Source: an optimization exercise on an open RTL-to-GDS flow (aim: small area and a short achievable clock period). Production flows keep margins and buffers that such runs may drop.

== run a ==
// vec_multi_core
module vec_multi_core #(
    parameter int LEN = 32,
    parameter int DATA_WIDTH = 8
) (
    input logic clk,
    input logic rst_n,
    input logic i_data_valid,
    input logic i_load_weight,
    input logic [LEN*DATA_WIDTH-1:0] i_data,
    input logic [2*LEN-1:0] i_weight,
    output logic o_data_ready,
    output logic signed [31:0] o_result
);
  logic [LEN-1:0] wp, wn;
  logic wv;
  always_ff @(posedge clk) begin
    if (i_load_weight) begin
      for (int i = 0; i < LEN; i++) begin
        wp[i] <= i_weight[2*i+1] & ~i_weight[2*i];
        wn[i] <= ~i_weight[2*i+1] & ~i_weight[2*i];
      end
    end
  end
  always_ff @(posedge clk or negedge rst_n) begin
    if (!rst_n) wv <= 1'b0;
    else if (i_load_weight) wv <= 1'b1;
  end
  logic [LEN*DATA_WIDTH-1:0] zq;
  always_comb begin
    for (int i = 0; i < LEN; i++) begin
      for (int j = 0; j < DATA_WIDTH; j++) begin
  ...
Size in the first run: roughly 1000 cells after synthesis, about 360 I/O pins, roughly 16000 um2 of cells after synthesis.
clock: 3.0 ns
lec_check: 0
cap_margin: 20
core_margin: 2
core_utilization: 40
setup_slack_margin: 0.9
slew_margin: 20
synth_hierarchical: 1
standard.sh (not shown) runs the stock make flow with config.mk's settings and CLKGATE_MAP_FILE= SYNTH_SCRIPT=/design/flow/synth_recipe.tcl, a recipe that flattens the netlist after the stock synthesis.
==> flow/flow/run.sh <==
#!/bin/bash
# Standard layout (the standard.sh, unchanged synthesis) with two changes:
#  - the port buffers are buf_1 cells rather than the clkdlybuf4s50 delay cells
#    that buffer_ports picks by default (every port still gets its own buffer);
#  - clock tree synthesis runs without dummy loads, with the buffers listed below.
export BUFFER_PORTS_ARGS="-buffer_cell sky130_fd_sc_hd__buf_1"
export CTS_ARGS="-sink_clustering_enable -repair_clock_nets -dont_use_dummy_load -buf_list sky130_fd_sc_hd__clkbuf_16 -sink_clustering_size 30 -sink_clustering_max_diameter 100"
bash standard.sh > standard.log 2>&1
#### Input delta (run b over run a)
--- a/flow/design.v
+++ b/flow/design.v
@@ -5,39 +5,42 @@
 ) (
     input logic clk,
     input logic rst_n,
     input logic i_data_valid,
     input logic i_load_weight,
     input logic [LEN*DATA_WIDTH-1:0] i_data,
     input logic [2*LEN-1:0] i_weight,
     output logic o_data_ready,
     output logic signed [31:0] o_result
 );
+  logic [2*LEN-1:0] wreg;
   logic [LEN-1:0] wp, wn;
   logic wv;
   always_ff @(posedge clk) begin
-    if (i_load_weight) begin
-      for (int i = 0; i < LEN; i++) begin
-        wp[i] <= i_weight[2*i+1] & ~i_weight[2*i];
-        wn[i] <= ~i_weight[2*i+1] & ~i_weight[2*i];
-      end
+    if (i_load_weight) wreg <= i_weight;
+  end
+  always_comb begin
+    for (int i = 0; i < LEN; i++) begin
+      wp[i] = wreg[2*i+1] & ~wreg[2*i];
+      wn[i] = ~wreg[2*i+1] & ~wreg[2*i];
     end
   end
   always_ff @(posedge clk or negedge rst_n) begin
     if (!rst_n) wv <= 1'b0;
     else if (i_load_weight) wv <= 1'b1;
   end
+  localparam int MSB_TRUE = 0;
   logic [LEN*DATA_WIDTH-1:0] zq;
   always_comb begin
     for (int i = 0; i < LEN; i++) begin
       for (int j = 0; j < DATA_WIDTH; j++) begin
-        if (j == DATA_WIDTH - 1) zq[8*i+j] = i_data[8*i+j] ? wp[i] : wn[i];
+        if (j == DATA_WIDTH - 1 && MSB_TRUE == 0) zq[8*i+j] = i_data[8*i+j] ? wp[i] : wn[i];
         else zq[8*i+j] = ~(i_data[8*i+j] ? wp[i] : wn[i]);
       end
     end
   end
   logic [133:0] r1;
   logic [47:0] r2;
   logic [24:0] r3;
   logic s1;
   logic c2;
   logic s3;
@@ -594,21 +597,20 @@
   logic s554;
   logic c555;
   logic s556;
   logic c557;
   logic s558;
   logic c559;
   logic s560;
   logic c561;
   logic s562;
   logic c563;
-  logic i564;
   vmc_fa u_s1 (.a(wn[0]), .b(wn[1]), .c(wn[2]), .s(s1), .co(c2));
   vmc_fa u_s3 (.a(wn[3]), .b(wn[4]), .c(wn[5]), .s(s3), .co(c4));
   vmc_fa u_s5 (.a(wn[6]), .b(wn[7]), .c(wn[8]), .s(s5), .co(c6));
   vmc_fa u_s7 (.a(wn[9]), .b(wn[10]), .c(wn[11]), .s(s7), .co(c8));
   vmc_fa u_s9 (.a(wn[12]), .b(wn[13]), .c(wn[14]), .s(s9), .co(c10));
   vmc_fa u_s11 (.a(wn[15]), .b(wn[16]), .c(wn[17]), .s(s11), .co(c12));
   vmc_fa u_s13 (.a(wn[18]), .b(wn[19]), .c(wn[20]), .s(s13), .co(c14));
   vmc_fa u_s15 (.a(wn[21]), .b(wn[22]), .c(wn[23]), .s(s15), .co(c16));
   vmc_fa u_s17 (.a(wn[24]), .b(wn[25]), .c(wn[26]), .s(s17), .co(c18));
   vmc_fa u_s19 (.a(wn[27]), .b(wn[28]), .c(wn[29]), .s(s19), .co(c20));
@@ -884,21 +886,20 @@
   assign i545 = ~c521;
   vmc_fa u_s546 (.a(s490), .b(i545), .c(s523), .s(s546), .co(c547));
   vmc_fa u_s548 (.a(s493), .b(c524), .c(s525), .s(s548), .co(c549));
   vmc_fa u_s550 (.a(c494), .b(c526), .c(s527), .s(s550), .co(c551));
   vmc_fa u_s552 (.a(c498), .b(s529), .c(c528), .s(s552), .co(c553));
   vmc_fa u_s554 (.a(c502), .b(s531), .c(c530), .s(s554), .co(c555));
   vmc_fa u_s556 (.a(c506), .b(s533), .c(c532), .s(s556), .co(c557));
   vmc_fa u_s558 (.a(c510), .b(s535), .c(c534), .s(s558), .co(c559));
   vmc_fa u_s560 (.a(c514), .b(s537), .c(c536), .s(s560), .co(c561));
   vmc_fa u_s562 (.a(c518), .b(c538), .c(1'b1), .s(s562), .co(c563));
-  assign i564 = ~r3[1];
   logic [4:1] vld;
   logic [4:1] wvp;
   always_ff @(posedge clk or negedge rst_n) begin
     if (!rst_n) vld <= '0;
     else vld <= {vld[3:1], i_data_valid};
   end
   always_ff @(posedge clk) begin
     wvp <= {wvp[3:1], wv};
   end
   always_ff @(posedge clk) begin
@@ -1108,23 +1109,23 @@
       r3[17] <= c555;
       r3[18] <= s558;
       r3[19] <= c557;
       r3[20] <= s560;
       r3[21] <= c559;
       r3[22] <= s562;
       r3[23] <= c561;
       r3[24] <= c563;
   end
   logic [13:0] fa, fb, sum, res;
-  assign fa = {1'b0, 1'b0, r3[22], r3[20], r3[18], r3[16], r3[14], r3[12], r3[10], r3[8], r3[6], r3[4], r3[2], r3[0]};
-  assign fb = {1'b1, r3[24], r3[23], r3[21], r3[19], r3[17], r3[15], r3[13], r3[11], r3[9], r3[7], r3[5], r3[3], i564};
-  assign sum = ~(fa + fb + 14'd1);
+  assign fa = {1'b1, 1'b1, ~r3[22], ~r3[20], ~r3[18], ~r3[16], ~r3[14], ~r3[12], ~r3[10], ~r3[8], ~r3[6], ~r3[4], ~r3[2], ~r3[0]};
+  assign fb = {1'b0, ~r3[24], ~r3[23], ~r3[21], ~r3[19], ~r3[17], ~r3[15], ~r3[13], ~r3[11], ~r3[9], ~r3[7], ~r3[5], ~r3[3], r3[1]};
+  assign sum = fa + fb;
   always_ff @(posedge clk) res <= wvp[3] ? sum : '0;
   assign o_result = {{18{res[13]}}, res};
   assign o_data_ready = vld[4];
 endmodule
 module vmc_fa (
     input  logic a,
     input  logic b,
     input  logic c,
     output logic s,
     output logic co
Results
- Total routed wire length on the met1 layer, run a and run b: higher on run b
- Buffer share of cell area on run b is up relative to run a.
- Worst-case reg-to-reg path depth for run b is lower than for run a.
- Between run a and run b, critical path depth decreased.
- Per the comparison of run b with run a, maximum fanout along the worst path rose 5, via count rose 959, global route total overflow about even, met1 usage fell 1.6 points.
- Between run a and run b, synthesized cell count increased.
- Final instance area, run a and run b, higher one = run b.
- Run b vs run a: switching part of the total down
No run of this note included a check of the RTL's function; only the layout flow was run.

==> what the ideal ports hide <==
The results above use ideal ports. As a check the final layouts listed here were re-extracted and re-timed, cells and wires unchanged.
Step 1 (the two cells are an assumption about what drives the block):
set clk [get_ports {clk}]
set_driving_cell -lib_cell sky130_fd_sc_hd__clkbuf_16 $clk
set_driving_cell -lib_cell sky130_fd_sc_hd__buf_2 [delete_from_list [all_inputs] $clk]
Step 2 adds t to the input delays and takes it off the output delays; t is the mean of the earliest and latest rising clock arrival at the registers after step 1. Input paths then give back, and output paths get back, about the clock's delay inside the block.
a / b / c = ideal / step 1 / step 2; a / b = the first two.
run | shift t [ns] | setup WS [ns] | hold WS [ns] | worst setup path at the end | cell pins on the clock port's net
run a | 0.541 | 0.695 / 0.695 / 0.695 | 0.191 / 0.167 / 0.294 | register to register | 1
run b | 0.556 | 0.968 / 0.968 / 0.833 | 0.212 / 0.179 / 0.330 | input to register | 1
After both steps every run listed still meets setup and hold. For run b, which loses most, drivers alone change the setup slack by 0.000 ns; drivers and shift together by -0.135 ns.
